What follows belongs to an exercise in optimizing a design on an open flow for small area, a short achievable clock period and few clock cycles per item; a production flow would make more cautious choices.
Where RTL was checked, it was by simulation tests only, not by an equivalence proof against the original.
No activity file was given, so power comes from the tool's default toggle rates.

## mult8
module mult8(clk, nRST, c_ALL, m_busy, a_data, b_data, mult_out, m_finish);
For scale: roughly 320 cells after synthesis, roughly 21 flip-flops.
Settings: LEC_CHECK=0, CAP_MARGIN=20, CORE_MARGIN=2, CORE_UTILIZATION=40, CTS_BUF_LIST=sky130_fd_sc_hd__clkbuf_4, GPL_TIMING_DRIVEN=0, PLACE_DENSITY=0.6, SLEW_MARGIN=20; clock period 5.0 ns.
standard.sh (not shown) runs the stock make flow with config.mk's settings and CLKGATE_MAP_FILE= SYNTH_SCRIPT=/design/flow/synth_recipe.tcl, a recipe that flattens the netlist after the stock synthesis.
==> flow/flow/run.sh <==
#!/bin/bash
# Own layout flow: the standard flow (standard.sh), with its synthesis
# script swapped for flow/synth.tcl, which sources the standard script
# synth_recipe.tcl but skips full-adder extraction and maps with flow/map.abc.
set -euo pipefail
work=$(pwd)
export MY_WORK_DIR=$work
export MY_FLOW_DIR=$work/flow
sed -e "s#SYNTH_SCRIPT=[^ ]*#SYNTH_SCRIPT=$work/flow/synth.tcl ADDER_MAP_FILE= BUFFER_PORTS_ARGS=\"-buffer_cell sky130_fd_sc_hd__buf_1\"#" standard.sh > own_standard.sh
bash own_standard.sh > own_flow.log 2>&1
==> flow/flow/map.abc <==
strash
dch
map -D 1600
topo
stime -c
buffer -c
upsize -c -D 1600
dnsize -c -D 1600
stime -c
==> flow/flow/map_out.abc <==
strash
dch
map -D 1200
topo
stime -c
buffer -c
upsize -c -D 1200
dnsize -c -D 1200
stime -c
==> flow/flow/synth.tcl <==
# Standard synthesis (synth_recipe.tcl, sourced unchanged) with two changes made
# from outside it: no full-adder extraction (ADDER_MAP_FILE is left empty on
# make's command line) and ABC technology mapping with delay-driven scripts:
# flow/map_out.abc for the logic between the registers and the outputs, then
# flow/map.abc for the rest.
proc abc {args} {
  set out {}
  set skip 0
  foreach a $args {
    if {$skip} { set skip 0; continue }
    if {$a eq "-script" || $a eq "-D"} { set skip 1; continue }
    lappend out $a
  }
  set dir $::env(MY_FLOW_DIR)
  if {[file exists $dir/map_out.abc]} {
    yosys select -set outcone o:* %ci*:-sky130_fd_sc_hd__edfxtp_1:-sky130_fd_sc_hd__dfrtp_1:-sky130_fd_sc_hd__dfxtp_1 t:\$_* %i
    puts "abc override: output cone with $dir/map_out.abc"
    yosys abc -script $dir/map_out.abc {*}$out @outcone
  }
  puts "abc override: rest with $dir/map.abc"
  yosys abc -script $dir/map.abc {*}$out
}
source $::env(MY_WORK_DIR)/synth_recipe.tcl
Testbench counts at the start, summed over its fixed seeds: cycles 3,200, items 3,200.
==> next run, changes <==
--- a/flow/design.v
+++ b/flow/design.v
@@ -147,34 +147,34 @@
 assign pp_3_0 = ((bo_3 & a_data[0]) | (bt_3 & 1'b0)) ^ bn_3;
 assign pp_3_1 = ((bo_3 & a_data[1]) | (bt_3 & a_data[0])) ^ bn_3;
 assign pp_3_2 = ((bo_3 & a_data[2]) | (bt_3 & a_data[1])) ^ bn_3;
 assign pp_3_3 = ((bo_3 & a_data[3]) | (bt_3 & a_data[2])) ^ bn_3;
 assign pp_3_4 = ((bo_3 & a_data[4]) | (bt_3 & a_data[3])) ^ bn_3;
 assign pp_3_5 = ((bo_3 & a_data[5]) | (bt_3 & a_data[4])) ^ bn_3;
 assign pp_3_6 = ((bo_3 & a_data[6]) | (bt_3 & a_data[5])) ^ bn_3;
 assign pp_3_7 = ((bo_3 & a_data[7]) | (bt_3 & a_data[6])) ^ bn_3;
 assign pe_3 = ~(((bo_3 | bt_3) & a_data[7]) ^ bn_3);
-assign s1 = pp_0_2 ^ pp_1_0 ^ bn_1;
-assign c2 = (pp_0_2 & pp_1_0) | (bn_1 & (pp_0_2 ^ pp_1_0));
+assign s1 = bn_1 ^ pp_0_2 ^ pp_1_0;
+assign c2 = (bn_1 & pp_0_2) | (pp_1_0 & (bn_1 ^ pp_0_2));
 assign s3 = pp_0_3 ^ pp_1_1 ^ c2;
 assign c4 = (pp_0_3 & pp_1_1) | (c2 & (pp_0_3 ^ pp_1_1));
-assign s5 = pp_0_4 ^ pp_1_2 ^ pp_2_0;
-assign c6 = (pp_0_4 & pp_1_2) | (pp_2_0 & (pp_0_4 ^ pp_1_2));
-assign s7 = bn_2 ^ s5 ^ c4;
-assign c8 = (bn_2 & s5) | (c4 & (bn_2 ^ s5));
+assign s5 = bn_2 ^ pp_0_4 ^ pp_1_2;
+assign c6 = (bn_2 & pp_0_4) | (pp_1_2 & (bn_2 ^ pp_0_4));
+assign s7 = pp_2_0 ^ s5 ^ c4;
+assign c8 = (pp_2_0 & s5) | (c4 & (pp_2_0 ^ s5));
 assign s9 = pp_0_5 ^ pp_1_3 ^ pp_2_1;
 assign c10 = (pp_0_5 & pp_1_3) | (pp_2_1 & (pp_0_5 ^ pp_1_3));
 assign s11 = c6 ^ s9 ^ c8;
 assign c12 = (c6 & s9) | (c8 & (c6 ^ s9));
-assign s13 = pp_0_6 ^ pp_1_4 ^ pp_2_2;
-assign c14 = (pp_0_6 & pp_1_4) | (pp_2_2 & (pp_0_6 ^ pp_1_4));
-assign s15 = pp_3_0 ^ bn_3 ^ c10;
-assign c16 = (pp_3_0 & bn_3) | (c10 & (pp_3_0 ^ bn_3));
+assign s13 = bn_3 ^ pp_0_6 ^ pp_1_4;
+assign c14 = (bn_3 & pp_0_6) | (pp_1_4 & (bn_3 ^ pp_0_6));
+assign s15 = pp_2_2 ^ pp_3_0 ^ c10;
+assign c16 = (pp_2_2 & pp_3_0) | (c10 & (pp_2_2 ^ pp_3_0));
 assign s17 = s13 ^ s15 ^ c12;
 assign c18 = (s13 & s15) | (c12 & (s13 ^ s15));
 assign s19 = pp_0_7 ^ pp_1_5 ^ pp_2_3;
 assign c20 = (pp_0_7 & pp_1_5) | (pp_2_3 & (pp_0_7 ^ pp_1_5));
 assign s21 = pp_3_1 ^ c14 ^ s19;
 assign c22 = (pp_3_1 & c14) | (s19 & (pp_3_1 ^ c14));
 assign s23 = c16 ^ s21 ^ c18;
 assign c24 = (c16 & s21) | (c18 & (c16 ^ s21));
 assign s25 = 1'b1 ^ pe_0 ^ pp_1_6;
=>
- design area grows by 0.66%
- non-clock buffer count increases by 1
- clock skew is unchanged
- combinational power went up by about 2%
- count of clock-buffer cells in the layout stays the same
For the second run of this note, only the layout was checked, not whether the RTL still works.

-- separate check: timing with driven ports --
How much do the figures lean on ideal ports? The routed layouts below were timed once more, with nothing changed but the port constraints.
Step 1 assumes that a clkbuf_16 drives the clock port and a buf_2 every other input.
Step 2 adds t to the input delays and takes it off the output delays; t is the mean of the earliest and latest rising clock arrival at the registers after step 1. Input paths then give back, and output paths get back, about the clock's delay inside the block.
Slacks: no drivers / after step 1 / after step 2; pairs: no drivers / after step 1.
run	t (ns)	slack for setup (ns)	worst hold slack (ns)	cell pins on the clock port's net
the first run	0.325	2.082 / 2.087 / 1.762	0.427 / 0.425 / 0.508	1
the second run	0.306	2.045 / 2.048 / 1.741	0.452 / 0.453 / 0.521	1
After both steps every run listed still meets setup and hold. The setup slack of the first run, which loses most, moves by +0.005 ns with the drivers and by -0.320 ns with both steps.
